Source: an optimization exercise on an open RTL-to-GDS flow (aim: small area, a short achievable clock period and few clock cycles per item). Production flows keep margins and buffers that such runs may drop.
No run shown here included a check of the RTL's function; only the layout flow was run.

==> flow/design.v (outline; a module is shown in full before it is edited, if it fits) <==
// module Convolution_without_pipeline: 1542 lines
// module fa3: 4 lines
// module xnor2m: 3 lines
// module xor2m: 3 lines
// module or2m: 3 lines
// module nor2m: 3 lines
// module nand2m: 3 lines
// module invm: 3 lines
// module a21oim: 3 lines
// module o21aim: 3 lines
module Convolution_without_pipeline(
    clk, rst_n, in_valid,
    In_IFM_1, In_IFM_2, In_IFM_3, In_IFM_4, In_IFM_5, In_IFM_6, In_IFM_7, In_IFM_8, In_IFM_9,
    In_Weight_1, In_Weight_2, In_Weight_3, In_Weight_4, In_Weight_5, In_Weight_6, In_Weight_7, In_Weight_8, In_Weight_9,
    out_valid, Out_OFM
    );
  // ...
==> flow/flow/run.sh <==
#!/bin/bash
# Own flow: the standard flow (standard.sh) with its synthesis unchanged.
# The layout steps only differ in two ways:
#  * the delay cells (clkdlybuf4s*, dlygate*, dlymetal*) are not used, so the
#    port buffers and the resizer use ordinary buffers instead;
#  * buffer_ports uses buf_2 for the port buffers.
set -euo pipefail
bash standard.sh synth > synth.log 2>&1
PLATFORM_DONT_USE="sky130_fd_sc_hd__probe_p_8 sky130_fd_sc_hd__probec_p_8 sky130_fd_sc_hd__lpflow_bleeder_1 sky130_fd_sc_hd__lpflow_clkbufkapwr_1 sky130_fd_sc_hd__lpflow_clkbufkapwr_16 sky130_fd_sc_hd__lpflow_clkbufkapwr_2 sky130_fd_sc_hd__lpflow_clkbufkapwr_4 sky130_fd_sc_hd__lpflow_clkbufkapwr_8 sky130_fd_sc_hd__lpflow_clkinvkapwr_1 sky130_fd_sc_hd__lpflow_clkinvkapwr_16 sky130_fd_sc_hd__lpflow_clkinvkapwr_2 sky130_fd_sc_hd__lpflow_clkinvkapwr_4 sky130_fd_sc_hd__lpflow_clkinvkapwr_8 sky130_fd_sc_hd__lpflow_decapkapwr_12 sky130_fd_sc_hd__lpflow_decapkapwr_3 sky130_fd_sc_hd__lpflow_decapkapwr_4 sky130_fd_sc_hd__lpflow_decapkapwr_6 sky130_fd_sc_hd__lpflow_decapkapwr_8 sky130_fd_sc_hd__lpflow_inputiso0n_1 sky130_fd_sc_hd__lpflow_inputiso0p_1 sky130_fd_sc_hd__lpflow_inputiso1n_1 sky130_fd_sc_hd__lpflow_inputiso1p_1 sky130_fd_sc_hd__lpflow_inputisolatch_1 sky130_fd_sc_hd__lpflow_isobufsrc_1 sky130_fd_sc_hd__lpflow_isobufsrc_16 sky130_fd_sc_hd__lpflow_isobufsrc_2 sky130_fd_sc_hd__lpflow_isobufsrc_4 sky130_fd_sc_hd__lpflow_isobufsrc_8 sky130_fd_sc_hd__lpflow_isobufsrckapwr_16 sky130_fd_sc_hd__lpflow_lsbuf_lh_hl_isowell_tap_1 sky130_fd_sc_hd__lpflow_lsbuf_lh_hl_isowell_tap_2 sky130_fd_sc_hd__lpflow_lsbuf_lh_hl_isowell_tap_4 sky130_fd_sc_hd__lpflow_lsbuf_lh_isowell_4 sky130_fd_sc_hd__lpflow_lsbuf_lh_isowell_tap_1 sky130_fd_sc_hd__lpflow_lsbuf_lh_isowell_tap_2 sky130_fd_sc_hd__lpflow_lsbuf_lh_isowell_tap_4"
DELAY_CELLS="sky130_fd_sc_hd__clkdlybuf4s15_1 sky130_fd_sc_hd__clkdlybuf4s15_2 sky130_fd_sc_hd__clkdlybuf4s18_1 sky130_fd_sc_hd__clkdlybuf4s18_2 sky130_fd_sc_hd__clkdlybuf4s25_1 sky130_fd_sc_hd__clkdlybuf4s25_2 sky130_fd_sc_hd__clkdlybuf4s50_1 sky130_fd_sc_hd__clkdlybuf4s50_2 sky130_fd_sc_hd__dlygate4sd1_1 sky130_fd_sc_hd__dlygate4sd2_1 sky130_fd_sc_hd__dlygate4sd3_1 sky130_fd_sc_hd__dlymetal6s2s_1 sky130_fd_sc_hd__dlymetal6s4s_1 sky130_fd_sc_hd__dlymetal6s6s_1"
bash standard.sh "DONT_USE_CELLS=$PLATFORM_DONT_USE $DELAY_CELLS" \
  "BUFFER_PORTS_ARGS=-buffer_cell sky130_fd_sc_hd__buf_2" finish > layout.log 2>&1
==> flow/standard.sh <==
#!/bin/bash
# synth_recipe.tcl (not shown) runs the flow's synth.tcl, then flattens the netlist and writes it again
# the make line also repeats each setting of config.mk as NAME=value (left out here)
make -C /OpenROAD-flow-scripts/flow DESIGN_CONFIG=/design/flow/config.mk WORK_HOME=/design/flow/orfs CLKGATE_MAP_FILE= SYNTH_SCRIPT=/design/flow/synth_recipe.tcl "${@:-finish}"
==> flow/config.mk <==
export PLATFORM = sky130hd
export DESIGN_NAME = Convolution_without_pipeline
export DESIGN_NICKNAME = Convolution_without_pipeline
export VERILOG_FILES = /design/flow/design.v
export SDC_FILE = /design/flow/constraint.sdc
export NUM_CORES = 4
export LEC_CHECK = 0
export CAP_MARGIN = 20
export CORE_MARGIN = 2
export CORE_UTILIZATION = 40
export SETUP_SLACK_MARGIN = 4.5
export SLEW_MARGIN = 20
export SYNTH_HIERARCHICAL = 1
export SYNTH_MINIMUM_KEEP_SIZE = 0
==> flow/constraint.sdc <==
create_clock -name core_clock -period 10.0 [get_ports {clk}]
set_input_delay 2.0000 -clock core_clock [delete_from_list [all_inputs] [get_ports {clk}]]
set_output_delay 2.0000 -clock core_clock [all_outputs]
set_load 0.01 [all_outputs]
==> impl_metrics.json, run 1 <==
{
  "yosys_register_bits": 66,
  "post_cts_buffers": 2,
  "seq_share_pct": 7.30,
  "pre_cts_ws_ns": 4.08,
  "grt_max_degree": 13,
  "final_core_util_pct": 42.2,
  "drc_errors": 0,
  "synth_enable_flop_cells": 0,
  "cp.required_ns": 10.21,
  "rows": 76,
  "synth-simple-area-share_pct": 14.7,
  "ys_warn_count": 7,
  "status": "complete, no violations",
  "taps": 585,
  "wirelength_um": 55500,
  "n_all_buffers": 179,
  "dieArea_mm2": 0.0454,
  "dp_hpwl_um": 50700,
  "syn-num-nets": 2252,
  "mostFrequentLayoutCells": "nand2_1 (589), fa_1 (517), buf_2 (96), clkbuf_4 (70), dfxtp_1 (65)",
  "synth_area_leaders": "fa_1 (62%), nand2_1 (13%), buf_6 (9.3%)",
  "mappedNetlistArea_mm2": 0.0175,
  "io_pins": 169,
  "worst-path-stages": 9,
  "whs_ns": 1.41,
  "synthFlopType": "dfxtp_1",
  "placed_area_mm2": 0.0173,
  "synth.avg_cell_area_um2": 11.2
}
==> run 2: changes to the inputs <==
--- a/flow/design.v
+++ b/flow/design.v
@@ -58,77 +58,73 @@
 wire n679_0, n680_0, n681_0, n682_0, n683_0, n684_0, n685_0, n686_0, n687_0, n688_0, n689_0, n690_0, n691_0, n692_0, n693_0, n694_0;
-wire n695_0, n696_0, n697_0, n698_0, n699_0, n6_0, n700_0, n701_0, n702_0, n703_0, n704_0, n705_0, n706_0, n707_0, n708_0, n709_0;
-wire n710_0, n711_0, n712_0, n713_0, n714_0, n715_0, n716_0, n717_0, n718_0, n719_0, n720_0, n721_0, n722_0, n723_0, n724_0, n725_0;
-wire n726_0, n727_0, n728_0, n729_0, n730_0, n731_0, n732_0, n733_0, n734_0, n735_0, n736_0, n737_0, n738_0, n739_0, n73_0, n740_0;
-wire n741_0, n742_0, n743_0, n744_0, n745_0, n746_0, n747_0, n748_0, n749_0, n74_0, n750_0, n751_0, n752_0, n753_0, n754_0, n755_0;
-wire n756_0, n757_0, n758_0, n92_0, n93_0, n9_0, p1_0_0, p1_0_1, p1_0_2, p1_0_3, p1_0_4, p1_0_5, p1_0_6, p1_0_7, p1_1_0, p1_1_1;
-wire p1_1_2, p1_1_3, p1_1_4, p1_1_5, p1_1_6, p1_1_7, p1_2_0, p1_2_1, p1_2_2, p1_2_3, p1_2_4, p1_2_5, p1_2_6, p1_2_7, p1_3_0, p1_3_1;
-wire p1_3_2, p1_3_3, p1_3_4, p1_3_5, p1_3_6, p1_3_7, p1_4_0, p1_4_1, p1_4_2, p1_4_3, p1_4_4, p1_4_5, p1_4_6, p1_4_7, p1_5_0, p1_5_1;
-wire p1_5_2, p1_5_3, p1_5_4, p1_5_5, p1_5_6, p1_5_7, p1_6_0, p1_6_1, p1_6_2, p1_6_3, p1_6_4, p1_6_5, p1_6_6, p1_6_7, p1_7_0, p1_7_1;
-wire p1_7_2, p1_7_3, p1_7_4, p1_7_5, p1_7_6, p1_7_7, p2_0_0, p2_0_1, p2_0_2, p2_0_3, p2_0_4, p2_0_5, p2_0_6, p2_0_7, p2_1_0, p2_1_1;
-wire p2_1_2, p2_1_3, p2_1_4, p2_1_5, p2_1_6, p2_1_7, p2_2_0, p2_2_1, p2_2_2, p2_2_3, p2_2_4, p2_2_5, p2_2_6, p2_2_7, p2_3_0, p2_3_1;
-wire p2_3_2, p2_3_3, p2_3_4, p2_3_5, p2_3_6, p2_3_7, p2_4_0, p2_4_1, p2_4_2, p2_4_3, p2_4_4, p2_4_5, p2_4_6, p2_4_7, p2_5_0, p2_5_1;
-wire p2_5_2, p2_5_3, p2_5_4, p2_5_5, p2_5_6, p2_5_7, p2_6_0, p2_6_1, p2_6_2, p2_6_3, p2_6_4, p2_6_5, p2_6_6, p2_6_7, p2_7_0, p2_7_1;
-wire p2_7_2, p2_7_3, p2_7_4, p2_7_5, p2_7_6, p2_7_7, p3_0_0, p3_0_1, p3_0_2, p3_0_3, p3_0_4, p3_0_5, p3_0_6, p3_0_7, p3_1_0, p3_1_1;
-wire p3_1_2, p3_1_3, p3_1_4, p3_1_5, p3_1_6, p3_1_7, p3_2_0, p3_2_1, p3_2_2, p3_2_3, p3_2_4, p3_2_5, p3_2_6, p3_2_7, p3_3_0, p3_3_1;
-wire p3_3_2, p3_3_3, p3_3_4, p3_3_5, p3_3_6, p3_3_7, p3_4_0, p3_4_1, p3_4_2, p3_4_3, p3_4_4, p3_4_5, p3_4_6, p3_4_7, p3_5_0, p3_5_1;
-wire p3_5_2, p3_5_3, p3_5_4, p3_5_5, p3_5_6, p3_5_7, p3_6_0, p3_6_1, p3_6_2, p3_6_3, p3_6_4, p3_6_5, p3_6_6, p3_6_7, p3_7_0, p3_7_1;
-wire p3_7_2, p3_7_3, p3_7_4, p3_7_5, p3_7_6, p3_7_7, p4_0_0, p4_0_1, p4_0_2, p4_0_3, p4_0_4, p4_0_5, p4_0_6, p4_0_7, p4_1_0, p4_1_1;
-wire p4_1_2, p4_1_3, p4_1_4, p4_1_5, p4_1_6, p4_1_7, p4_2_0, p4_2_1, p4_2_2, p4_2_3, p4_2_4, p4_2_5, p4_2_6, p4_2_7, p4_3_0, p4_3_1;
-wire p4_3_2, p4_3_3, p4_3_4, p4_3_5, p4_3_6, p4_3_7, p4_4_0, p4_4_1, p4_4_2, p4_4_3, p4_4_4, p4_4_5, p4_4_6, p4_4_7, p4_5_0, p4_5_1;
-wire p4_5_2, p4_5_3, p4_5_4, p4_5_5, p4_5_6, p4_5_7, p4_6_0, p4_6_1, p4_6_2, p4_6_3, p4_6_4, p4_6_5, p4_6_6, p4_6_7, p4_7_0, p4_7_1;
-wire p4_7_2, p4_7_3, p4_7_4, p4_7_5, p4_7_6, p4_7_7, p5_0_0, p5_0_1, p5_0_2, p5_0_3, p5_0_4, p5_0_5, p5_0_6, p5_0_7, p5_1_0, p5_1_1;
-wire p5_1_2, p5_1_3, p5_1_4, p5_1_5, p5_1_6, p5_1_7, p5_2_0, p5_2_1, p5_2_2, p5_2_3, p5_2_4, p5_2_5, p5_2_6, p5_2_7, p5_3_0, p5_3_1;
-wire p5_3_2, p5_3_3, p5_3_4, p5_3_5, p5_3_6, p5_3_7, p5_4_0, p5_4_1, p5_4_2, p5_4_3, p5_4_4, p5_4_5, p5_4_6, p5_4_7, p5_5_0, p5_5_1;
-wire p5_5_2, p5_5_3, p5_5_4, p5_5_5, p5_5_6, p5_5_7, p5_6_0, p5_6_1, p5_6_2, p5_6_3, p5_6_4, p5_6_5, p5_6_6, p5_6_7, p5_7_0, p5_7_1;
-wire p5_7_2, p5_7_3, p5_7_4, p5_7_5, p5_7_6, p5_7_7, p6_0_0, p6_0_1, p6_0_2, p6_0_3, p6_0_4, p6_0_5, p6_0_6, p6_0_7, p6_1_0, p6_1_1;
-wire p6_1_2, p6_1_3, p6_1_4, p6_1_5, p6_1_6, p6_1_7, p6_2_0, p6_2_1, p6_2_2, p6_2_3, p6_2_4, p6_2_5, p6_2_6, p6_2_7, p6_3_0, p6_3_1;
-wire p6_3_2, p6_3_3, p6_3_4, p6_3_5, p6_3_6, p6_3_7, p6_4_0, p6_4_1, p6_4_2, p6_4_3, p6_4_4, p6_4_5, p6_4_6, p6_4_7, p6_5_0, p6_5_1;
-wire p6_5_2, p6_5_3, p6_5_4, p6_5_5, p6_5_6, p6_5_7, p6_6_0, p6_6_1, p6_6_2, p6_6_3, p6_6_4, p6_6_5, p6_6_6, p6_6_7, p6_7_0, p6_7_1;
-wire p6_7_2, p6_7_3, p6_7_4, p6_7_5, p6_7_6, p6_7_7, p7_0_0, p7_0_1, p7_0_2, p7_0_3, p7_0_4, p7_0_5, p7_0_6, p7_0_7, p7_1_0, p7_1_1;
-wire p7_1_2, p7_1_3, p7_1_4, p7_1_5, p7_1_6, p7_1_7, p7_2_0, p7_2_1, p7_2_2, p7_2_3, p7_2_4, p7_2_5, p7_2_6, p7_2_7, p7_3_0, p7_3_1;
-wire p7_3_2, p7_3_3, p7_3_4, p7_3_5, p7_3_6, p7_3_7, p7_4_0, p7_4_1, p7_4_2, p7_4_3, p7_4_4, p7_4_5, p7_4_6, p7_4_7, p7_5_0, p7_5_1;
-wire p7_5_2, p7_5_3, p7_5_4, p7_5_5, p7_5_6, p7_5_7, p7_6_0, p7_6_1, p7_6_2, p7_6_3, p7_6_4, p7_6_5, p7_6_6, p7_6_7, p7_7_0, p7_7_1;
-wire p7_7_2, p7_7_3, p7_7_4, p7_7_5, p7_7_6, p7_7_7, p8_0_0, p8_0_1, p8_0_2, p8_0_3, p8_0_4, p8_0_5, p8_0_6, p8_0_7, p8_1_0, p8_1_1;
-wire p8_1_2, p8_1_3, p8_1_4, p8_1_5, p8_1_6, p8_1_7, p8_2_0, p8_2_1, p8_2_2, p8_2_3, p8_2_4, p8_2_5, p8_2_6, p8_2_7, p8_3_0, p8_3_1;
-wire p8_3_2, p8_3_3, p8_3_4, p8_3_5, p8_3_6, p8_3_7, p8_4_0, p8_4_1, p8_4_2, p8_4_3, p8_4_4, p8_4_5, p8_4_6, p8_4_7, p8_5_0, p8_5_1;
-wire p8_5_2, p8_5_3, p8_5_4, p8_5_5, p8_5_6, p8_5_7, p8_6_0, p8_6_1, p8_6_2, p8_6_3, p8_6_4, p8_6_5, p8_6_6, p8_6_7, p8_7_0, p8_7_1;
-wire p8_7_2, p8_7_3, p8_7_4, p8_7_5, p8_7_6, p8_7_7, p9_0_0, p9_0_1, p9_0_2, p9_0_3, p9_0_4, p9_0_5, p9_0_6, p9_0_7, p9_1_0, p9_1_1;
-wire p9_1_2, p9_1_3, p9_1_4, p9_1_5, p9_1_6, p9_1_7, p9_2_0, p9_2_1, p9_2_2, p9_2_3, p9_2_4, p9_2_5, p9_2_6, p9_2_7, p9_3_0, p9_3_1;
-wire p9_3_2, p9_3_3, p9_3_4, p9_3_5, p9_3_6, p9_3_7, p9_4_0, p9_4_1, p9_4_2, p9_4_3, p9_4_4, p9_4_5, p9_4_6, p9_4_7, p9_5_0, p9_5_1;
-wire p9_5_2, p9_5_3, p9_5_4, p9_5_5, p9_5_6, p9_5_7, p9_6_0, p9_6_1, p9_6_2, p9_6_3, p9_6_4, p9_6_5, p9_6_6, p9_6_7, p9_7_0, p9_7_1;
-wire p9_7_2, p9_7_3, p9_7_4, p9_7_5, p9_7_6, p9_7_7, s1, s100, s101, s102, s103, s106, s107, s11, s110, s111;
-wire s112, s113, s114, s115, s116, s117, s118, s119, s120, s121, s122, s123, s124, s125, s126, s127;
-wire s128, s129, s130, s131, s132, s133, s136, s137, s138, s139, s14, s140, s141, s142, s143, s144;
-wire s145, s146, s147, s148, s149, s15, s150, s151, s152, s153, s154, s155, s156, s157, s158, s159;
-wire s16, s160, s161, s164, s165, s166, s167, s168, s169, s17, s170, s171, s172, s173, s174, s175;
-wire s176, s177, s178, s179, s18, s180, s181, s182, s183, s184, s185, s186, s187, s188, s189, s19;
-wire s190, s191, s192, s193, s194, s195, s196, s197, s198, s199, s2, s20, s200, s201, s202, s203;
-wire s204, s205, s206, s207, s208, s209, s21, s210, s211, s212, s213, s214, s215, s216, s217, s218;
-wire s219, s22, s220, s221, s222, s223, s224, s225, s226, s227, s228, s229, s23, s230, s231, s232;
-wire s233, s234, s235, s236, s237, s24, s240, s241, s242, s243, s244, s245, s246, s247, s248, s249;
-wire s25, s250, s251, s252, s253, s254, s255, s258, s259, s26, s260, s261, s262, s263, s264, s265;
-wire s266, s267, s268, s269, s27, s270, s271, s272, s273, s274, s275, s276, s277, s278, s279, s28;
-wire s280, s281, s282, s283, s284, s285, s286, s287, s288, s289, s29, s290, s291, s292, s293, s294;
-wire s295, s296, s297, s298, s299, s3, s30, s300, s301, s302, s303, s304, s305, s306, s307, s308;
-wire s309, s31, s310, s311, s312, s313, s314, s315, s316, s317, s318, s319, s32, s320, s321, s322;
-wire s323, s324, s325, s326, s327, s328, s329, s33, s330, s333, s334, s335, s336, s339, s34, s340;
-wire s341, s342, s343, s346, s347, s348, s349, s35, s350, s351, s352, s353, s354, s355, s356, s357;
-wire s358, s359, s36, s360, s361, s362, s363, s364, s365, s366, s367, s368, s369, s37, s370, s371;
-wire s372, s373, s374, s375, s376, s377, s378, s379, s38, s380, s381, s382, s383, s384, s385, s386;
-wire s387, s388, s389, s39, s390, s391, s392, s393, s394, s395, s396, s397, s398, s399, s4, s40;
-wire s400, s401, s402, s403, s404, s405, s406, s407, s408, s409, s41, s410, s411, s412, s413, s414;
-wire s415, s416, s417, s418, s42, s421, s422, s423, s424, s425, s426, s427, s428, s429, s43, s430;
-wire s431, s432, s433, s434, s435, s436, s437, s438, s439, s44, s440, s441, s442, s443, s444, s445;
-wire s446, s447, s448, s449, s45, s450, s451, s452, s453, s454, s455, s456, s457, s458, s459, s46;
-wire s460, s461, s462, s463, s464, s465, s468, s469, s47, s472, s473, s474, s475, s476, s477, s478;
-wire s479, s48, s480, s481, s482, s483, s484, s485, s486, s487, s488, s489, s49, s490, s491, s492;
-wire s493, s494, s495, s496, s497, s498, s499, s50, s500, s501, s502, s503, s504, s505, s506, s507;
-wire s508, s509, s51, s510, s511, s512, s513, s514, s515, s518, s519, s520, s521, s522, s523, s524;
-wire s525, s526, s527, s528, s529, s530, s531, s532, s533, s534, s535, s536, s537, s538, s539, s54;
-wire s540, s541, s542, s543, s544, s545, s55, s550, s551, s552, s553, s554, s555, s556, s557, s558;
-wire s559, s56, s560, s561, s562, s563, s564, s565, s568, s569, s57, s570, s571, s572, s573, s574;
-wire s575, s576, s577, s578, s579, s58, s580, s581, s582, s583, s59, s60, s61, s62, s63, s64;
-wire s65, s66, s67, s68, s69, s7, s70, s71, s72, s75, s76, s77, s78, s79, s8, s80;
-wire s81, s82, s83, s84, s85, s86, s87, s88, s89, s90, s91, s94, s95, s96, s97, s98;
-wire s99;
+wire n695_0, n696_0, n697_0, n698_0, n699_0, n6_0, n700_0, n701_0, n702_0, n703_0, n704_0, n705_0, n73_0, n74_0, n92_0, n93_0;
+wire n9_0, p1_0_0, p1_0_1, p1_0_2, p1_0_3, p1_0_4, p1_0_5, p1_0_6, p1_0_7, p1_1_0, p1_1_1, p1_1_2, p1_1_3, p1_1_4, p1_1_5, p1_1_6;
+wire p1_1_7, p1_2_0, p1_2_1, p1_2_2, p1_2_3, p1_2_4, p1_2_5, p1_2_6, p1_2_7, p1_3_0, p1_3_1, p1_3_2, p1_3_3, p1_3_4, p1_3_5, p1_3_6;
+wire p1_3_7, p1_4_0, p1_4_1, p1_4_2, p1_4_3, p1_4_4, p1_4_5, p1_4_6, p1_4_7, p1_5_0, p1_5_1, p1_5_2, p1_5_3, p1_5_4, p1_5_5, p1_5_6;
+wire p1_5_7, p1_6_0, p1_6_1, p1_6_2, p1_6_3, p1_6_4, p1_6_5, p1_6_6, p1_6_7, p1_7_0, p1_7_1, p1_7_2, p1_7_3, p1_7_4, p1_7_5, p1_7_6;
+wire p1_7_7, p2_0_0, p2_0_1, p2_0_2, p2_0_3, p2_0_4, p2_0_5, p2_0_6, p2_0_7, p2_1_0, p2_1_1, p2_1_2, p2_1_3, p2_1_4, p2_1_5, p2_1_6;
+wire p2_1_7, p2_2_0, p2_2_1, p2_2_2, p2_2_3, p2_2_4, p2_2_5, p2_2_6, p2_2_7, p2_3_0, p2_3_1, p2_3_2, p2_3_3, p2_3_4, p2_3_5, p2_3_6;
+wire p2_3_7, p2_4_0, p2_4_1, p2_4_2, p2_4_3, p2_4_4, p2_4_5, p2_4_6, p2_4_7, p2_5_0, p2_5_1, p2_5_2, p2_5_3, p2_5_4, p2_5_5, p2_5_6;
+wire p2_5_7, p2_6_0, p2_6_1, p2_6_2, p2_6_3, p2_6_4, p2_6_5, p2_6_6, p2_6_7, p2_7_0, p2_7_1, p2_7_2, p2_7_3, p2_7_4, p2_7_5, p2_7_6;
+wire p2_7_7, p3_0_0, p3_0_1, p3_0_2, p3_0_3, p3_0_4, p3_0_5, p3_0_6, p3_0_7, p3_1_0, p3_1_1, p3_1_2, p3_1_3, p3_1_4, p3_1_5, p3_1_6;
+wire p3_1_7, p3_2_0, p3_2_1, p3_2_2, p3_2_3, p3_2_4, p3_2_5, p3_2_6, p3_2_7, p3_3_0, p3_3_1, p3_3_2, p3_3_3, p3_3_4, p3_3_5, p3_3_6;
+wire p3_3_7, p3_4_0, p3_4_1, p3_4_2, p3_4_3, p3_4_4, p3_4_5, p3_4_6, p3_4_7, p3_5_0, p3_5_1, p3_5_2, p3_5_3, p3_5_4, p3_5_5, p3_5_6;
+wire p3_5_7, p3_6_0, p3_6_1, p3_6_2, p3_6_3, p3_6_4, p3_6_5, p3_6_6, p3_6_7, p3_7_0, p3_7_1, p3_7_2, p3_7_3, p3_7_4, p3_7_5, p3_7_6;
+wire p3_7_7, p4_0_0, p4_0_1, p4_0_2, p4_0_3, p4_0_4, p4_0_5, p4_0_6, p4_0_7, p4_1_0, p4_1_1, p4_1_2, p4_1_3, p4_1_4, p4_1_5, p4_1_6;
+wire p4_1_7, p4_2_0, p4_2_1, p4_2_2, p4_2_3, p4_2_4, p4_2_5, p4_2_6, p4_2_7, p4_3_0, p4_3_1, p4_3_2, p4_3_3, p4_3_4, p4_3_5, p4_3_6;
+wire p4_3_7, p4_4_0, p4_4_1, p4_4_2, p4_4_3, p4_4_4, p4_4_5, p4_4_6, p4_4_7, p4_5_0, p4_5_1, p4_5_2, p4_5_3, p4_5_4, p4_5_5, p4_5_6;
+wire p4_5_7, p4_6_0, p4_6_1, p4_6_2, p4_6_3, p4_6_4, p4_6_5, p4_6_6, p4_6_7, p4_7_0, p4_7_1, p4_7_2, p4_7_3, p4_7_4, p4_7_5, p4_7_6;
+wire p4_7_7, p5_0_0, p5_0_1, p5_0_2, p5_0_3, p5_0_4, p5_0_5, p5_0_6, p5_0_7, p5_1_0, p5_1_1, p5_1_2, p5_1_3, p5_1_4, p5_1_5, p5_1_6;
+wire p5_1_7, p5_2_0, p5_2_1, p5_2_2, p5_2_3, p5_2_4, p5_2_5, p5_2_6, p5_2_7, p5_3_0, p5_3_1, p5_3_2, p5_3_3, p5_3_4, p5_3_5, p5_3_6;
+wire p5_3_7, p5_4_0, p5_4_1, p5_4_2, p5_4_3, p5_4_4, p5_4_5, p5_4_6, p5_4_7, p5_5_0, p5_5_1, p5_5_2, p5_5_3, p5_5_4, p5_5_5, p5_5_6;
+wire p5_5_7, p5_6_0, p5_6_1, p5_6_2, p5_6_3, p5_6_4, p5_6_5, p5_6_6, p5_6_7, p5_7_0, p5_7_1, p5_7_2, p5_7_3, p5_7_4, p5_7_5, p5_7_6;
+wire p5_7_7, p6_0_0, p6_0_1, p6_0_2, p6_0_3, p6_0_4, p6_0_5, p6_0_6, p6_0_7, p6_1_0, p6_1_1, p6_1_2, p6_1_3, p6_1_4, p6_1_5, p6_1_6;
+wire p6_1_7, p6_2_0, p6_2_1, p6_2_2, p6_2_3, p6_2_4, p6_2_5, p6_2_6, p6_2_7, p6_3_0, p6_3_1, p6_3_2, p6_3_3, p6_3_4, p6_3_5, p6_3_6;
+wire p6_3_7, p6_4_0, p6_4_1, p6_4_2, p6_4_3, p6_4_4, p6_4_5, p6_4_6, p6_4_7, p6_5_0, p6_5_1, p6_5_2, p6_5_3, p6_5_4, p6_5_5, p6_5_6;
+wire p6_5_7, p6_6_0, p6_6_1, p6_6_2, p6_6_3, p6_6_4, p6_6_5, p6_6_6, p6_6_7, p6_7_0, p6_7_1, p6_7_2, p6_7_3, p6_7_4, p6_7_5, p6_7_6;
+wire p6_7_7, p7_0_0, p7_0_1, p7_0_2, p7_0_3, p7_0_4, p7_0_5, p7_0_6, p7_0_7, p7_1_0, p7_1_1, p7_1_2, p7_1_3, p7_1_4, p7_1_5, p7_1_6;
+wire p7_1_7, p7_2_0, p7_2_1, p7_2_2, p7_2_3, p7_2_4, p7_2_5, p7_2_6, p7_2_7, p7_3_0, p7_3_1, p7_3_2, p7_3_3, p7_3_4, p7_3_5, p7_3_6;
+wire p7_3_7, p7_4_0, p7_4_1, p7_4_2, p7_4_3, p7_4_4, p7_4_5, p7_4_6, p7_4_7, p7_5_0, p7_5_1, p7_5_2, p7_5_3, p7_5_4, p7_5_5, p7_5_6;
+wire p7_5_7, p7_6_0, p7_6_1, p7_6_2, p7_6_3, p7_6_4, p7_6_5, p7_6_6, p7_6_7, p7_7_0, p7_7_1, p7_7_2, p7_7_3, p7_7_4, p7_7_5, p7_7_6;
+wire p7_7_7, p8_0_0, p8_0_1, p8_0_2, p8_0_3, p8_0_4, p8_0_5, p8_0_6, p8_0_7, p8_1_0, p8_1_1, p8_1_2, p8_1_3, p8_1_4, p8_1_5, p8_1_6;
+wire p8_1_7, p8_2_0, p8_2_1, p8_2_2, p8_2_3, p8_2_4, p8_2_5, p8_2_6, p8_2_7, p8_3_0, p8_3_1, p8_3_2, p8_3_3, p8_3_4, p8_3_5, p8_3_6;
+wire p8_3_7, p8_4_0, p8_4_1, p8_4_2, p8_4_3, p8_4_4, p8_4_5, p8_4_6, p8_4_7, p8_5_0, p8_5_1, p8_5_2, p8_5_3, p8_5_4, p8_5_5, p8_5_6;
+wire p8_5_7, p8_6_0, p8_6_1, p8_6_2, p8_6_3, p8_6_4, p8_6_5, p8_6_6, p8_6_7, p8_7_0, p8_7_1, p8_7_2, p8_7_3, p8_7_4, p8_7_5, p8_7_6;
+wire p8_7_7, p9_0_0, p9_0_1, p9_0_2, p9_0_3, p9_0_4, p9_0_5, p9_0_6, p9_0_7, p9_1_0, p9_1_1, p9_1_2, p9_1_3, p9_1_4, p9_1_5, p9_1_6;
+wire p9_1_7, p9_2_0, p9_2_1, p9_2_2, p9_2_3, p9_2_4, p9_2_5, p9_2_6, p9_2_7, p9_3_0, p9_3_1, p9_3_2, p9_3_3, p9_3_4, p9_3_5, p9_3_6;
+wire p9_3_7, p9_4_0, p9_4_1, p9_4_2, p9_4_3, p9_4_4, p9_4_5, p9_4_6, p9_4_7, p9_5_0, p9_5_1, p9_5_2, p9_5_3, p9_5_4, p9_5_5, p9_5_6;
+wire p9_5_7, p9_6_0, p9_6_1, p9_6_2, p9_6_3, p9_6_4, p9_6_5, p9_6_6, p9_6_7, p9_7_0, p9_7_1, p9_7_2, p9_7_3, p9_7_4, p9_7_5, p9_7_6;
+wire p9_7_7, s1, s100, s101, s102, s103, s106, s107, s11, s110, s111, s112, s113, s114, s115, s116;
+wire s117, s118, s119, s120, s121, s122, s123, s124, s125, s126, s127, s128, s129, s130, s131, s132;
+wire s133, s136, s137, s138, s139, s14, s140, s141, s142, s143, s144, s145, s146, s147, s148, s149;
+wire s15, s150, s151, s152, s153, s154, s155, s156, s157, s158, s159, s16, s160, s161, s164, s165;
+wire s166, s167, s168, s169, s17, s170, s171, s172, s173, s174, s175, s176, s177, s178, s179, s18;
+wire s180, s181, s182, s183, s184, s185, s186, s187, s188, s189, s19, s190, s191, s192, s193, s194;
+wire s195, s196, s197, s198, s199, s2, s20, s200, s201, s202, s203, s204, s205, s206, s207, s208;
+wire s209, s21, s210, s211, s212, s213, s214, s215, s216, s217, s218, s219, s22, s220, s221, s222;
+wire s223, s224, s225, s226, s227, s228, s229, s23, s230, s231, s232, s233, s234, s235, s236, s237;
+wire s24, s240, s241, s242, s243, s244, s245, s246, s247, s248, s249, s25, s250, s251, s252, s253;
+wire s254, s255, s258, s259, s26, s260, s261, s262, s263, s264, s265, s266, s267, s268, s269, s27;
+wire s270, s271, s272, s273, s274, s275, s276, s277, s278, s279, s28, s280, s281, s282, s283, s284;
+wire s285, s286, s287, s288, s289, s29, s290, s291, s292, s293, s294, s295, s296, s297, s298, s299;
+wire s3, s30, s300, s301, s302, s303, s304, s305, s306, s307, s308, s309, s31, s310, s311, s312;
+wire s313, s314, s315, s316, s317, s318, s319, s32, s320, s321, s322, s323, s324, s325, s326, s327;
+wire s328, s329, s33, s330, s333, s334, s335, s336, s339, s34, s340, s341, s342, s343, s346, s347;
+wire s348, s349, s35, s350, s351, s352, s353, s354, s355, s356, s357, s358, s359, s36, s360, s361;
+wire s362, s363, s364, s365, s366, s367, s368, s369, s37, s370, s371, s372, s373, s374, s375, s376;
+wire s377, s378, s379, s38, s380, s381, s382, s383, s384, s385, s386, s387, s388, s389, s39, s390;
+wire s391, s392, s393, s394, s395, s396, s397, s398, s399, s4, s40, s400, s401, s402, s403, s404;
+wire s405, s406, s407, s408, s409, s41, s410, s411, s412, s413, s414, s415, s416, s417, s418, s42;
+wire s421, s422, s423, s424, s425, s426, s427, s428, s429, s43, s430, s431, s432, s433, s434, s435;
+wire s436, s437, s438, s439, s44, s440, s441, s442, s443, s444, s445, s446, s447, s448, s449, s45;
+wire s450, s451, s452, s453, s454, s455, s456, s457, s458, s459, s46, s460, s461, s462, s463, s464;
+wire s465, s468, s469, s47, s472, s473, s474, s475, s476, s477, s478, s479, s48, s480, s481, s482;
+wire s483, s484, s485, s486, s487, s488, s489, s49, s490, s491, s492, s493, s494, s495, s496, s497;
+wire s498, s499, s50, s500, s501, s502, s503, s504, s505, s506, s507, s508, s509, s51, s510, s511;
+wire s512, s513, s514, s515, s518, s519, s520, s521, s522, s523, s524, s525, s526, s527, s528, s529;
+wire s530, s531, s532, s533, s534, s535, s536, s537, s538, s539, s54, s540, s541, s542, s543, s544;
+wire s545, s55, s550, s551, s552, s553, s554, s555, s556, s557, s558, s559, s56, s560, s561, s562;
+wire s563, s564, s565, s568, s569, s57, s570, s571, s572, s573, s574, s575, s576, s577, s578, s579;
+wire s58, s580, s581, s582, s583, s59, s60, s61, s62, s63, s64, s65, s66, s67, s68, s69;
+wire s7, s70, s71, s72, s75, s76, s77, s78, s79, s8, s80, s81, s82, s83, s84, s85;
+wire s86, s87, s88, s89, s90, s91, s94, s95, s96, s97, s98, s99;
 assign p1_0_0 = ~(In_IFM_1[0] & In_Weight_1[0]);
@@ -1058,2 +1054,4 @@
 fa3 u_fa297 (.a(c185), .b(c186), .c(c187), .s(s298), .co(c298));
+xnor2m u_xn565 (.a(n548_0), .b(s514), .y(n566_0));
+or2m u_or566 (.a(n548_0), .b(s514), .y(n567_0));
 fa3 u_fa354 (.a(c246), .b(c247), .c(s248), .s(s355), .co(c355));
@@ -1137,2 +1135,4 @@
 fa3 u_fa367 (.a(c265), .b(s271), .c(c266), .s(s368), .co(c368));
+xor2m u_xo585 (.a(n566_0), .b(s465), .y(n586_0));
+nor2m u_no586 (.a(n566_0), .b(s465), .y(n587_0));
 fa3 u_fa371 (.a(c271), .b(s277), .c(c272), .s(s372), .co(c372));
@@ -1227,2 +1227,4 @@
 fa3 u_fa525 (.a(c481), .b(c482), .c(s484), .s(s526), .co(c526));
+xor2m u_xo587 (.a(n567_0), .b(s568), .y(n588_0));
+nor2m u_no588 (.a(n567_0), .b(s568), .y(n589_0));
 fa3 u_fa524 (.a(c480), .b(s482), .c(s483), .s(s525), .co(c525));
@@ -1253,2 +1255,4 @@
 fa3 u_fa506 (.a(c455), .b(s460), .c(c456), .s(s507), .co(c507));
+xor2m u_xo621 (.a(n588_0), .b(n587_0), .y(n622_0));
+a21oim u_a2622 (.a(n589_0), .b(n588_0), .c(n587_0), .y(n623_0));
 fa3 u_fa564 (.a(n546_0), .b(c513), .c(c544), .s(s565), .co(c565));
@@ -1262,10 +1266,9 @@
 fa3 u_fa542 (.a(c506), .b(s510), .c(c507), .s(s543), .co(c543));
-reg r_s465, r_c486, r_s488, r_s489, r_c489, r_s491, r_s492, r_c492, r_s494, r_s495, r_c495, r_s497;
-reg r_s498, r_c498, r_s500, r_s501, r_c501, r_s503, r_s504, r_s514, r_c524, r_s525, r_c525, r_s526;
-reg r_c526, r_s527, r_c527, r_s528, r_c528, r_s530, r_c530, r_s532, r_c532, r_s534, r_c534, r_s536;
-reg r_c536, r_s538, r_c538, r_s540, r_c540, r_s541, r_c541, r_s542, r_c542, r_s543, r_c543, r_s544;
-reg r_s545, r_c545, r_n547_0, r_n548_0, r_c553, r_s554, r_c554, r_s565, r_c565, r_s568, r_c568, r_s569;
-reg r_c569, r_s570, r_c570, r_s571, r_c571;
+reg r_c486, r_s488, r_s489, r_c489, r_s491, r_s492, r_c492, r_s494, r_s495, r_c495, r_s497, r_s498;
+reg r_c498, r_s500, r_s501, r_c501, r_s503, r_s504, r_c524, r_s525, r_c525, r_s526, r_c526, r_s527;
+reg r_c527, r_s528, r_c528, r_s530, r_c530, r_s532, r_c532, r_s534, r_c534, r_s536, r_c536, r_s538;
+reg r_c538, r_s540, r_c540, r_s541, r_c541, r_s542, r_c542, r_s543, r_c543, r_s544, r_s545, r_c545;
+reg r_n547_0, r_c553, r_s554, r_c554, r_s565, r_c565, r_c568, r_s569, r_c569, r_s570, r_c570, r_s571;
+reg r_c571, r_n586_0, r_n622_0, r_n623_0;
 always @(posedge clk) begin
-    r_s465 <= s465;
     r_c486 <= c486;
@@ -1288,3 +1291,2 @@
     r_s504 <= s504;
-    r_s514 <= s514;
     r_c524 <= c524;
@@ -1320,3 +1322,2 @@
     r_n547_0 <= n547_0;
-    r_n548_0 <= n548_0;
     r_c553 <= c553;
@@ -1326,3 +1327,2 @@
     r_c565 <= c565;
-    r_s568 <= s568;
     r_c568 <= c568;
@@ -1334,18 +1334,9 @@
     r_c571 <= c571;
+    r_n586_0 <= n586_0;
+    r_n622_0 <= n622_0;
+    r_n623_0 <= n623_0;
 end
-xnor2m u_xn565 (.a(r_n548_0), .b(r_s514), .y(n566_0));
-or2m u_or566 (.a(r_n548_0), .b(r_s514), .y(n567_0));
-xor2m u_xo585 (.a(n566_0), .b(r_s465), .y(n586_0));
-nor2m u_no586 (.a(n566_0), .b(r_s465), .y(n587_0));
-invm u_in626 (.a(n587_0), .y(n627_0));
-invm u_in664 (.a(n587_0), .y(n665_0));
-xor2m u_xo587 (.a(n567_0), .b(r_s568), .y(n588_0));
-nor2m u_no588 (.a(n567_0), .b(r_s568), .y(n589_0));
 xor2m u_xo589 (.a(r_c568), .b(r_s569), .y(n590_0));
 nor2m u_no590 (.a(r_c568), .b(r_s569), .y(n591_0));
-xor2m u_xo621 (.a(n588_0), .b(n587_0), .y(n622_0));
-a21oim u_a2622 (.a(n589_0), .b(n588_0), .c(n587_0), .y(n623_0));
 fa3 u_fa554 (.a(r_c524), .b(r_s526), .c(r_c525), .s(s555), .co(c555));
-nand2m u_na625 (.a(n590_0), .b(n588_0), .y(n626_0));
-a21oim u_a2624 (.a(n591_0), .b(n590_0), .c(n589_0), .y(n625_0));
 xor2m u_xo591 (.a(r_c569), .b(r_s570), .y(n592_0));
@@ -1360,5 +1351,6 @@
 fa3 u_fa538 (.a(r_s503), .b(r_c501), .c(r_s504), .s(s539), .co(c539));
-xnor2m u_xn623 (.a(n590_0), .b(n623_0), .y(n624_0));
-invm u_in643 (.a(n623_0), .y(n644_0));
-invm u_in743 (.a(n623_0), .y(n744_0));
+xnor2m u_xn623 (.a(n590_0), .b(r_n623_0), .y(n624_0));
+invm u_in624 (.a(r_n623_0), .y(n625_0));
+invm u_in637 (.a(r_n623_0), .y(n638_0));
+invm u_in701 (.a(r_n623_0), .y(n702_0));
 fa3 u_fa572 (.a(r_c554), .b(r_s527), .c(s555), .s(s573), .co(c573));
@@ -1368,5 +1360,4 @@
 nor2m u_no594 (.a(r_c570), .b(r_s571), .y(n595_0));
-o21aim u_o2627 (.a(n625_0), .b(n626_0), .c(n627_0), .y(n628_0));
-nand2m u_na630 (.a(n592_0), .b(n590_0), .y(n631_0));
-a21oim u_a2629 (.a(n593_0), .b(n592_0), .c(n591_0), .y(n630_0));
+nand2m u_na628 (.a(n592_0), .b(n590_0), .y(n629_0));
+a21oim u_a2627 (.a(n593_0), .b(n592_0), .c(n591_0), .y(n628_0));
 fa3 u_fa556 (.a(r_c528), .b(r_s530), .c(c529), .s(s557), .co(c557));
@@ -1382,15 +1373,10 @@
 fa3 u_fa562 (.a(r_s542), .b(r_c540), .c(r_s543), .s(s563), .co(c563));
+a21oim u_a2625 (.a(n591_0), .b(n590_0), .c(n625_0), .y(n626_0));
 xor2m u_xo597 (.a(c572), .b(s573), .y(n598_0));
 nor2m u_no598 (.a(c572), .b(s573), .y(n599_0));
-invm u_in746 (.a(n585_0), .y(n747_0));
-invm u_in748 (.a(n585_0), .y(n749_0));
-nand2m u_na634 (.a(n594_0), .b(n592_0), .y(n635_0));
-a21oim u_a2633 (.a(n595_0), .b(n594_0), .c(n593_0), .y(n634_0));
-xor2m u_xo628 (.a(n592_0), .b(n628_0), .y(n629_0));
-invm u_in681 (.a(n628_0), .y(n682_0));
-o21aim u_o2631 (.a(n630_0), .b(n631_0), .c(n623_0), .y(n632_0));
+o21aim u_o2629 (.a(n628_0), .b(n629_0), .c(r_n623_0), .y(n630_0));
 fa3 u_fa574 (.a(c556), .b(s531), .c(s557), .s(s575), .co(c575));
 fa3 u_fa575 (.a(s533), .b(c557), .c(s558), .s(s576), .co(c576));
-nand2m u_na640 (.a(n596_0), .b(n594_0), .y(n641_0));
-a21oim u_a2639 (.a(n597_0), .b(n596_0), .c(n595_0), .y(n640_0));
+nand2m u_na634 (.a(n596_0), .b(n594_0), .y(n635_0));
+a21oim u_a2633 (.a(n597_0), .b(n596_0), .c(n595_0), .y(n634_0));
 xor2m u_xo599 (.a(c573), .b(s574), .y(n600_0));
@@ -1404,8 +1390,6 @@
 fa3 u_fa581 (.a(r_c543), .b(s564), .c(c563), .s(s582), .co(c582));
-nand2m u_na647 (.a(n598_0), .b(n596_0), .y(n648_0));
-a21oim u_a2646 (.a(n599_0), .b(n598_0), .c(n597_0), .y(n647_0));
-nor2m u_no636 (.a(n635_0), .b(n626_0), .y(n637_0));
-o21aim u_o2635 (.a(n634_0), .b(n635_0), .c(n625_0), .y(n636_0));
-xor2m u_xo632 (.a(n594_0), .b(n632_0), .y(n633_0));
-invm u_in690 (.a(n632_0), .y(n691_0));
+xnor2m u_xn626 (.a(n592_0), .b(n626_0), .y(n627_0));
+xor2m u_xo630 (.a(n594_0), .b(n630_0), .y(n631_0));
+a21oim u_a2631 (.a(n595_0), .b(n594_0), .c(n630_0), .y(n632_0));
+invm u_in668 (.a(n630_0), .y(n669_0));
 xor2m u_xo601 (.a(c574), .b(s575), .y(n602_0));
@@ -1414,6 +1398,6 @@
 nor2m u_no604 (.a(c575), .b(s576), .y(n605_0));
-nor2m u_no642 (.a(n641_0), .b(n631_0), .y(n643_0));
-o21aim u_o2641 (.a(n640_0), .b(n641_0), .c(n630_0), .y(n642_0));
-nand2m u_na653 (.a(n600_0), .b(n598_0), .y(n654_0));
-a21oim u_a2652 (.a(n601_0), .b(n600_0), .c(n599_0), .y(n653_0));
+nor2m u_no636 (.a(n635_0), .b(n629_0), .y(n637_0));
+o21aim u_o2635 (.a(n634_0), .b(n635_0), .c(n628_0), .y(n636_0));
+nand2m u_na644 (.a(n600_0), .b(n598_0), .y(n645_0));
+a21oim u_a2643 (.a(n601_0), .b(n600_0), .c(n599_0), .y(n644_0));
 xor2m u_xo605 (.a(c576), .b(s577), .y(n606_0));
@@ -1434,109 +1418,67 @@
 nor2m u_no618 (.a(c582), .b(s583), .y(n619_0));
-nor2m u_no649 (.a(n648_0), .b(n635_0), .y(n650_0));
-o21aim u_o2648 (.a(n647_0), .b(n648_0), .c(n634_0), .y(n649_0));
-a21oim u_a2637 (.a(n636_0), .b(n637_0), .c(n587_0), .y(n638_0));
-nand2m u_na659 (.a(n602_0), .b(n600_0), .y(n660_0));
-a21oim u_a2658 (.a(n603_0), .b(n602_0), .c(n601_0), .y(n659_0));
-nand2m u_na668 (.a(n604_0), .b(n602_0), .y(n669_0));
-a21oim u_a2667 (.a(n605_0), .b(n604_0), .c(n603_0), .y(n668_0));
-a21oim u_a2644 (.a(n642_0), .b(n643_0), .c(n644_0), .y(n645_0));
-nor2m u_no655 (.a(n654_0), .b(n641_0), .y(n656_0));
-o21aim u_o2654 (.a(n653_0), .b(n654_0), .c(n640_0), .y(n655_0));
-nand2m u_na676 (.a(n606_0), .b(n604_0), .y(n677_0));
-a21oim u_a2675 (.a(n607_0), .b(n606_0), .c(n605_0), .y(n676_0));
-nand2m u_na749 (.a(n749_0), .b(n620_0), .y(n750_0));
-nand2m u_na747 (.a(n747_0), .b(n621_0), .y(n748_0));
-nand2m u_na685 (.a(n608_0), .b(n606_0), .y(n686_0));
-a21oim u_a2684 (.a(n609_0), .b(n608_0), .c(n607_0), .y(n685_0));
-nand2m u_na694 (.a(n610_0), .b(n608_0), .y(n695_0));
-a21oim u_a2693 (.a(n611_0), .b(n610_0), .c(n609_0), .y(n694_0));
-nand2m u_na702 (.a(n612_0), .b(n610_0), .y(n703_0));
-a21oim u_a2701 (.a(n613_0), .b(n612_0), .c(n611_0), .y(n702_0));
-nand2m u_na710 (.a(n614_0), .b(n612_0), .y(n711_0));
-a21oim u_a2709 (.a(n615_0), .b(n614_0), .c(n613_0), .y(n710_0));
-nand2m u_na718 (.a(n616_0), .b(n614_0), .y(n719_0));
-a21oim u_a2717 (.a(n617_0), .b(n616_0), .c(n615_0), .y(n718_0));
-nand2m u_na726 (.a(n618_0), .b(n616_0), .y(n727_0));
-nand2m u_na736 (.a(n620_0), .b(n618_0), .y(n737_0));
-a21oim u_a2725 (.a(n619_0), .b(n618_0), .c(n617_0), .y(n726_0));
-a21oim u_a2735 (.a(n621_0), .b(n620_0), .c(n619_0), .y(n736_0));
-a21oim u_a2650 (.a(n649_0), .b(n650_0), .c(n628_0), .y(n651_0));
-xnor2m u_xn638 (.a(n596_0), .b(n638_0), .y(n639_0));
-nor2m u_no661 (.a(n660_0), .b(n648_0), .y(n662_0));
-o21aim u_o2660 (.a(n659_0), .b(n660_0), .c(n647_0), .y(n661_0));
-nor2m u_no670 (.a(n669_0), .b(n654_0), .y(n671_0));
-o21aim u_o2669 (.a(n668_0), .b(n669_0), .c(n653_0), .y(n670_0));
-xnor2m u_xn645 (.a(n598_0), .b(n645_0), .y(n646_0));
-a21oim u_a2656 (.a(n655_0), .b(n656_0), .c(n632_0), .y(n657_0));
-nor2m u_no678 (.a(n677_0), .b(n660_0), .y(n679_0));
-o21aim u_o2677 (.a(n676_0), .b(n677_0), .c(n659_0), .y(n678_0));
-nor2m u_no687 (.a(n686_0), .b(n669_0), .y(n688_0));
-o21aim u_o2686 (.a(n685_0), .b(n686_0), .c(n668_0), .y(n687_0));
-nor2m u_no696 (.a(n695_0), .b(n677_0), .y(n697_0));
-o21aim u_o2695 (.a(n694_0), .b(n695_0), .c(n676_0), .y(n696_0));
-nor2m u_no704 (.a(n703_0), .b(n686_0), .y(n705_0));
-o21aim u_o2703 (.a(n702_0), .b(n703_0), .c(n685_0), .y(n704_0));
-nor2m u_no712 (.a(n711_0), .b(n695_0), .y(n713_0));
-o21aim u_o2711 (.a(n710_0), .b(n711_0), .c(n694_0), .y(n712_0));
-nor2m u_no720 (.a(n719_0), .b(n703_0), .y(n721_0));
-o21aim u_o2719 (.a(n718_0), .b(n719_0), .c(n702_0), .y(n720_0));
-nor2m u_no728 (.a(n727_0), .b(n711_0), .y(n729_0));
-nor2m u_no751 (.a(n750_0), .b(n727_0), .y(n752_0));
-nor2m u_no738 (.a(n737_0), .b(n719_0), .y(n739_0));
-o21aim u_o2727 (.a(n726_0), .b(n727_0), .c(n710_0), .y(n728_0));
-o21aim u_o2750 (.a(n748_0), .b(n750_0), .c(n726_0), .y(n751_0));
-o21aim u_o2737 (.a(n736_0), .b(n737_0), .c(n718_0), .y(n738_0));
-xnor2m u_xn651 (.a(n600_0), .b(n651_0), .y(n652_0));
-nand2m u_na663 (.a(n662_0), .b(n637_0), .y(n664_0));
-a21oim u_a2662 (.a(n661_0), .b(n662_0), .c(n636_0), .y(n663_0));
-nand2m u_na672 (.a(n671_0), .b(n643_0), .y(n673_0));
-a21oim u_a2671 (.a(n670_0), .b(n671_0), .c(n642_0), .y(n672_0));
-xnor2m u_xn657 (.a(n602_0), .b(n657_0), .y(n658_0));
-nand2m u_na680 (.a(n679_0), .b(n650_0), .y(n681_0));
-a21oim u_a2679 (.a(n678_0), .b(n679_0), .c(n649_0), .y(n680_0));
-nand2m u_na689 (.a(n688_0), .b(n656_0), .y(n690_0));
-a21oim u_a2688 (.a(n687_0), .b(n688_0), .c(n655_0), .y(n689_0));
-nand2m u_na698 (.a(n697_0), .b(n662_0), .y(n699_0));
-a21oim u_a2697 (.a(n696_0), .b(n697_0), .c(n661_0), .y(n698_0));
-nand2m u_na706 (.a(n705_0), .b(n671_0), .y(n707_0));
-a21oim u_a2705 (.a(n704_0), .b(n705_0), .c(n670_0), .y(n706_0));
-nand2m u_na714 (.a(n713_0), .b(n679_0), .y(n715_0));
-a21oim u_a2713 (.a(n712_0), .b(n713_0), .c(n678_0), .y(n714_0));
-nand2m u_na722 (.a(n721_0), .b(n688_0), .y(n723_0));
-a21oim u_a2721 (.a(n720_0), .b(n721_0), .c(n687_0), .y(n722_0));
-nand2m u_na730 (.a(n729_0), .b(n697_0), .y(n731_0));
-nand2m u_na753 (.a(n752_0), .b(n713_0), .y(n754_0));
-nand2m u_na740 (.a(n739_0), .b(n705_0), .y(n741_0));
-a21oim u_a2729 (.a(n728_0), .b(n729_0), .c(n696_0), .y(n730_0));
-a21oim u_a2752 (.a(n751_0), .b(n752_0), .c(n712_0), .y(n753_0));
-a21oim u_a2739 (.a(n738_0), .b(n739_0), .c(n704_0), .y(n740_0));
-o21aim u_o2665 (.a(n663_0), .b(n664_0), .c(n665_0), .y(n666_0));
-o21aim u_o2673 (.a(n672_0), .b(n673_0), .c(n623_0), .y(n674_0));
-o21aim u_o2682 (.a(n680_0), .b(n681_0), .c(n682_0), .y(n683_0));
-o21aim u_o2691 (.a(n689_0), .b(n690_0), .c(n691_0), .y(n692_0));
-o21aim u_o2699 (.a(n698_0), .b(n699_0), .c(n638_0), .y(n700_0));
-o21aim u_o2707 (.a(n706_0), .b(n707_0), .c(n645_0), .y(n708_0));
-o21aim u_o2715 (.a(n714_0), .b(n715_0), .c(n651_0), .y(n716_0));
-o21aim u_o2723 (.a(n722_0), .b(n723_0), .c(n657_0), .y(n724_0));
-nor2m u_no732 (.a(n731_0), .b(n664_0), .y(n733_0));
-nor2m u_no755 (.a(n754_0), .b(n681_0), .y(n756_0));
-nor2m u_no742 (.a(n741_0), .b(n673_0), .y(n743_0));
-o21aim u_o2731 (.a(n730_0), .b(n731_0), .c(n663_0), .y(n732_0));
-o21aim u_o2754 (.a(n753_0), .b(n754_0), .c(n680_0), .y(n755_0));
-o21aim u_o2741 (.a(n740_0), .b(n741_0), .c(n672_0), .y(n742_0));
-xor2m u_xo666 (.a(n604_0), .b(n666_0), .y(n667_0));
-xor2m u_xo674 (.a(n606_0), .b(n674_0), .y(n675_0));
-xor2m u_xo683 (.a(n608_0), .b(n683_0), .y(n684_0));
-xor2m u_xo692 (.a(n610_0), .b(n692_0), .y(n693_0));
-xor2m u_xo700 (.a(n612_0), .b(n700_0), .y(n701_0));
-xor2m u_xo708 (.a(n614_0), .b(n708_0), .y(n709_0));
-xor2m u_xo716 (.a(n616_0), .b(n716_0), .y(n717_0));
-xor2m u_xo724 (.a(n618_0), .b(n724_0), .y(n725_0));
-a21oim u_a2733 (.a(n732_0), .b(n733_0), .c(n587_0), .y(n734_0));
-a21oim u_a2756 (.a(n755_0), .b(n756_0), .c(n628_0), .y(n757_0));
-a21oim u_a2744 (.a(n742_0), .b(n743_0), .c(n744_0), .y(n745_0));
-xnor2m u_xn734 (.a(n620_0), .b(n734_0), .y(n735_0));
-invm u_in757 (.a(n757_0), .y(n758_0));
-xor2m u_xo745 (.a(n585_0), .b(n745_0), .y(n746_0));
-assign Out_OFM = {1'b0, n758_0, n746_0, n735_0, n725_0, n717_0, n709_0, n701_0, n693_0, n684_0, n675_0, n667_0, n658_0, n652_0, n646_0, n639_0, n633_0, n629_0, n624_0, n622_0, n586_0};
+xnor2m u_xn632 (.a(n596_0), .b(n632_0), .y(n633_0));
+nand2m u_na653 (.a(n604_0), .b(n602_0), .y(n654_0));
+a21oim u_a2652 (.a(n605_0), .b(n604_0), .c(n603_0), .y(n653_0));
+a21oim u_a2638 (.a(n636_0), .b(n637_0), .c(n638_0), .y(n639_0));
+nor2m u_no646 (.a(n645_0), .b(n635_0), .y(n647_0));
+o21aim u_o2645 (.a(n644_0), .b(n645_0), .c(n634_0), .y(n646_0));
+nand2m u_na663 (.a(n608_0), .b(n606_0), .y(n664_0));
+a21oim u_a2662 (.a(n609_0), .b(n608_0), .c(n607_0), .y(n663_0));
+nand2m u_na674 (.a(n612_0), .b(n610_0), .y(n675_0));
+a21oim u_a2673 (.a(n613_0), .b(n612_0), .c(n611_0), .y(n674_0));
+nand2m u_na684 (.a(n616_0), .b(n614_0), .y(n685_0));
+a21oim u_a2683 (.a(n617_0), .b(n616_0), .c(n615_0), .y(n684_0));
+nand2m u_na694 (.a(n620_0), .b(n618_0), .y(n695_0));
+a21oim u_a2693 (.a(n621_0), .b(n620_0), .c(n619_0), .y(n694_0));
+nor2m u_no655 (.a(n654_0), .b(n645_0), .y(n656_0));
+o21aim u_o2654 (.a(n653_0), .b(n654_0), .c(n644_0), .y(n655_0));
+xnor2m u_xn639 (.a(n598_0), .b(n639_0), .y(n640_0));
+invm u_in640 (.a(n639_0), .y(n641_0));
+a21oim u_a2647 (.a(n646_0), .b(n647_0), .c(n630_0), .y(n648_0));
+nor2m u_no665 (.a(n664_0), .b(n654_0), .y(n666_0));
+o21aim u_o2664 (.a(n663_0), .b(n664_0), .c(n653_0), .y(n665_0));
+nor2m u_no676 (.a(n675_0), .b(n664_0), .y(n677_0));
+o21aim u_o2675 (.a(n674_0), .b(n675_0), .c(n663_0), .y(n676_0));
+nor2m u_no686 (.a(n685_0), .b(n675_0), .y(n687_0));
+o21aim u_o2685 (.a(n684_0), .b(n685_0), .c(n674_0), .y(n686_0));
+nor2m u_no696 (.a(n695_0), .b(n685_0), .y(n697_0));
+o21aim u_o2695 (.a(n694_0), .b(n695_0), .c(n684_0), .y(n696_0));
+nand2m u_na657 (.a(n656_0), .b(n637_0), .y(n658_0));
+a21oim u_a2656 (.a(n655_0), .b(n656_0), .c(n636_0), .y(n657_0));
+a21oim u_a2641 (.a(n599_0), .b(n598_0), .c(n641_0), .y(n642_0));
+xnor2m u_xn648 (.a(n602_0), .b(n648_0), .y(n649_0));
+invm u_in649 (.a(n648_0), .y(n650_0));
+nand2m u_na667 (.a(n666_0), .b(n647_0), .y(n668_0));
+a21oim u_a2666 (.a(n665_0), .b(n666_0), .c(n646_0), .y(n667_0));
+nand2m u_na678 (.a(n677_0), .b(n656_0), .y(n679_0));
+a21oim u_a2677 (.a(n676_0), .b(n677_0), .c(n655_0), .y(n678_0));
+nand2m u_na688 (.a(n687_0), .b(n666_0), .y(n689_0));
+a21oim u_a2687 (.a(n686_0), .b(n687_0), .c(n665_0), .y(n688_0));
+nand2m u_na698 (.a(n697_0), .b(n677_0), .y(n699_0));
+a21oim u_a2697 (.a(n696_0), .b(n697_0), .c(n676_0), .y(n698_0));
+o21aim u_o2658 (.a(n657_0), .b(n658_0), .c(r_n623_0), .y(n659_0));
+xnor2m u_xn642 (.a(n600_0), .b(n642_0), .y(n643_0));
+a21oim u_a2650 (.a(n603_0), .b(n602_0), .c(n650_0), .y(n651_0));
+o21aim u_o2669 (.a(n667_0), .b(n668_0), .c(n669_0), .y(n670_0));
+o21aim u_o2679 (.a(n678_0), .b(n679_0), .c(n639_0), .y(n680_0));
+o21aim u_o2689 (.a(n688_0), .b(n689_0), .c(n648_0), .y(n690_0));
+nor2m u_no700 (.a(n699_0), .b(n658_0), .y(n701_0));
+o21aim u_o2699 (.a(n698_0), .b(n699_0), .c(n657_0), .y(n700_0));
+xor2m u_xo659 (.a(n606_0), .b(n659_0), .y(n660_0));
+a21oim u_a2660 (.a(n607_0), .b(n606_0), .c(n659_0), .y(n661_0));
+xnor2m u_xn651 (.a(n604_0), .b(n651_0), .y(n652_0));
+xor2m u_xo670 (.a(n610_0), .b(n670_0), .y(n671_0));
+a21oim u_a2671 (.a(n611_0), .b(n610_0), .c(n670_0), .y(n672_0));
+xor2m u_xo680 (.a(n614_0), .b(n680_0), .y(n681_0));
+a21oim u_a2681 (.a(n615_0), .b(n614_0), .c(n680_0), .y(n682_0));
+xor2m u_xo690 (.a(n618_0), .b(n690_0), .y(n691_0));
+a21oim u_a2691 (.a(n619_0), .b(n618_0), .c(n690_0), .y(n692_0));
+a21oim u_a2702 (.a(n700_0), .b(n701_0), .c(n702_0), .y(n703_0));
+xnor2m u_xn661 (.a(n608_0), .b(n661_0), .y(n662_0));
+xnor2m u_xn672 (.a(n612_0), .b(n672_0), .y(n673_0));
+xnor2m u_xn682 (.a(n616_0), .b(n682_0), .y(n683_0));
+xnor2m u_xn692 (.a(n620_0), .b(n692_0), .y(n693_0));
+xor2m u_xo703 (.a(n585_0), .b(n703_0), .y(n704_0));
+nor2m u_no704 (.a(n585_0), .b(n703_0), .y(n705_0));
+assign Out_OFM = {1'b0, n705_0, n704_0, n693_0, n691_0, n683_0, n681_0, n673_0, n671_0, n662_0, n660_0, n652_0, n649_0, n643_0, n640_0, n633_0, n631_0, n627_0, n624_0, r_n622_0, r_n586_0};
 endmodule
--- a/flow/config.mk
+++ b/flow/config.mk
@@ -10,3 +10,3 @@
 export CORE_UTILIZATION = 40
-export SETUP_SLACK_MARGIN = 4.5
+export SETUP_SLACK_MARGIN = 4.4
 export SLEW_MARGIN = 20
==> run 2 against run 1 <==
Still clean on timing, DRC and antenna. Sequential cell count decreased by 1. Die area is 1.6% lower. Clock-buffer cell count is 1 lower. First-iteration DRC count is 4.5% higher. Critical path depth is 1 higher. Final cell count shrank 4.9%. Critical path type unchanged.
==> impl_metrics.json, run 2 <==
{
  "fin_crit_sh_pct": 55.0,
  "cp_slowest_cell": "fa_1",
  "mappedNetlistArea_mm2": 0.0172,
  "initial_core_util_pct": 40.8,
  "ant_nets": 0,
  "cts.sinks": 65,
  "synth_top_cell_area_share_pct": 62.8,
  "yosys_register_bits": 65,
  "die_y_um": 211,
  "cts_tree": "yes",
  "yosysMostFrequentCell": "nand2_1",
  "ys_warn_count": 7,
  "path_max_fanout": 8,
  "synth.avg_cell_area_um2": 11.4,
  "die_x_um": 211,
  "grt_max_degree": 13,
  "drive_gt1_share_pct": 16.1,
  "wirelength_um": 53900,
  "diodes": 0,
  "num_vias": 11300,
  "drt-pass1-iter-count": 5,
  "mostFrequentLayoutCells": "nand2_1 (577), fa_1 (536), buf_2 (163), dfxtp_1 (64), xnor2_1 (34)",
  "ys_top_cells_by_count": "nand2_1 (581), fa_1 (539), buf_6 (144)",
  "final_common_cell": "nand2_1",
  "fin_setup_tns_ns": 0,
  "critical_path_class": "in2reg",
  "synth.yosys.seq_area_share_pct": 7.60,
  "syn_inst": 1512,
  "synth_async_sr_flop_share_pct": 1.54,
  "place_congestion": 0.964,
  "dieArea_mm2": 0.0446,
  "cts.path.max_buffers": 2,
  "cp-start-kind": "input port",
  "pre_cts_ws_ns": 4.12,
  "whs_ns": 1.41,
  "io_buffers": 167,
  "drv_cap": 0,
  "synthFlopType": "dfxtp_1",
  "syn-num-nets": 2198,
  "layout.cells.non_filler": 2075,
  "cp_cell_sequence": "buf_2 -> nand2_1 -> fa_1 -> or2_1 -> fa_1 -> fa_1 -> fa_1 -> fa_1 -> fa_1 -> fa_1",
  "io_pins": 169,
  "htreeDepth": 3,
  "cp.arrival_ns": 5.74,
  "wl_per_cell_um": 26.0,
  "grt_pass1_wl_um": 79900,
  "first_global_vias": 12500,
  "final_hold_viol_count": 0,
  "slew_violations": 0,
  "nets": 2217,
  "setup_viol": 0,
  "synth_enable_flop_cells": 0,
  "grt_usage_pct": 25.3,
  "hold_buffers": 0,
  "synth_top_area_cell": "fa_1",
  "max_freq_mhz": 182,
  "drc_errors": 0,
  "path_clk_slew_ns": 0.06,
  "coreArea_mm2": 0.0421,
  "avgViaCountPerCell": 5.43,
  "status": "complete, no violations",
  "rows": 75,
  "endpoint_kind": "flop",
  "synth_area_leaders": "fa_1 (63%), nand2_1 (13%), buf_6 (9.4%)",
  "cts_root_buffer": "clkbuf_16",
  "antenna_found_initial": 1,
  "cpMostUsedCell": "fa_1",
  "layout_min_cycle_time_ns": 5.50,
  "dp_cells": 2053,
  "dp_hpwl_um": 48900,
  "syn_to_final_growth_pct": 1.35,
  "cpPeakStageDelay_ns": 0.47,
  "grt_setup_unrepaired": "true",
  "drtIter0Drc": 999,
  "grt-ovfl-total": 0,
  "yosys.cell_types.count": 15,
  "final_core_util_pct": 41.3,
  "fillers": 4068,
  "hp-class": "in2async",
  "cts_buffers": 9,
  "fin_ws_ns": 4.50,
  "cp.required_ns": 10.24
}
-- run 2: cell types whose count changed in the layout (fill, tap and decap cells not counted), moves of 6 or more --
| cell | delta |
|---|---|
| buf_2 | +67 |
| clkbuf_4 | -61 |
| fa_1 | +19 |
| fa_2 | -19 |
| nand2_1 | -12 |
| o21ai_1 | -12 |
| a21oi_2 | -8 |
| buf_4 | -6 |
| xnor2_1 | +6 |
-- run 2: worst max-delay path by stage --
stage / from / cells past startpoint / end
after floorplan: In_IFM_1[3] / 10 / r_s541
after global placement: In_Weight_1[7] / 10 / r_s541
after detailed placement: In_Weight_1[4] / 10 / r_s541
after CTS: r_s488 / 11 / Out_OFM[11]
after global routing: r_s503 / 11 / Out_OFM[18]
final: In_Weight_1[6] / 10 / r_s541
-- run 2: timing repair --
action / CTS / global route
resized for setup: 11 / 30
gates cloned: 0 / 0
buffers inserted: 0 / 6
setup endpoints to repair: 7 / 11
pin swaps: 0 / 13
-- run 2: Yosys stat by module (local to each module, per instance), a selection --
module                        copies in the design  area [um^2]  cells
xnor2m                                          34         8.76      1
o21aim                                          13         5.00      1
invm                                             6         3.75      1
fa3                                            539         20.0      1
nand2m                                          13         3.75      1
nor2m                                           27         3.75      1
xor2m                                           25         8.76      1
Convolution_without_pipeline                     1         5270    807
a21oim                                          25         8.76      1
-- run 2: area by class of cell --
type / instances / area (um^2) / share of cell area (%)
sequential: 65 / 1310 / 7.50
clock buffer: 9 / 225 / 1.29
clock inverter: 7 / 70.1 / 0.402
timing repair buffer: 173 / 887 / 5.10
inverter: 6 / 22.5 / 0.129
tap: 539 / 674 / 3.87
multi-input combinational: 1276 / 14200 / 81.7
-- run 2: metal layers --
layer	GRT usage, %	wire (um)	share of wire, %	vias to the layer above
li1	-	-	-	4444
met1	34.9	21100	39	6031
met2	40.3	25700	48	712
met3	4.45	5100	9.5	79
met4	9.01	2080	3.9	2
met5	0	8	0.015	-
-- run 2: logic make-up (layout without fill, tap and decap cells) --
logic type	Yosys count	count (layout)	share of synthesized area (%)
AOI/OAI and AO/OA	38	38	1.65
xor gates and xnor gates	59	59	3.01
adders and majority gates	539	539	62.8
buffers and inverters	171	195	10.5
DFF	65	65	7.60
other	1	1	0.0218
and+or+nand+nor	639	639	14.4
-- run 2: stage by stage --
step / cell area (um^2)
after floorplan: 17200
after global placement: 16900
after detailed placement: 16900
after CTS: 17300
after global routing: 17400
final: 17400
-- run 2: worst max-delay path, delay by kind of cell --
kind / cells / cell delay (ns)
adder cells (fa/ha/maj): 7 / 3.13
AND/OR/NAND/NOR: 2 / 0.37
buffers and inverters: 1 / 0.22

-- re-timing with driven ports --
Ports are ideal in the flow. The routed layouts listed here were re-timed in OpenROAD.
Step 1 sets driving cells, clkbuf_16 on the clock port and buf_2 on the other inputs (assumed; they add their load-dependent delay and slew).
Step 2, shift: input delay + t, output delay - t, t = (earliest + latest rising clock arrival at the registers) / 2. This alone moves slack from input paths to output paths.
Three values: ideal, step 1, step 2; two values: the first two.
run | t, ns | setup slack, ns | worst register clock-pin slew, ns
run 1 | 0.393 | 4.546 / 4.530 / 4.172 | 0.06 / 0.06
run 2 | 0.401 | 4.499 / 4.484 / 4.118 | 0.06 / 0.06
After both steps setup and hold are still met in every run listed. The setup slack of run 2, which loses most, moves by -0.015 ns with the drivers and by -0.381 ns with both steps.
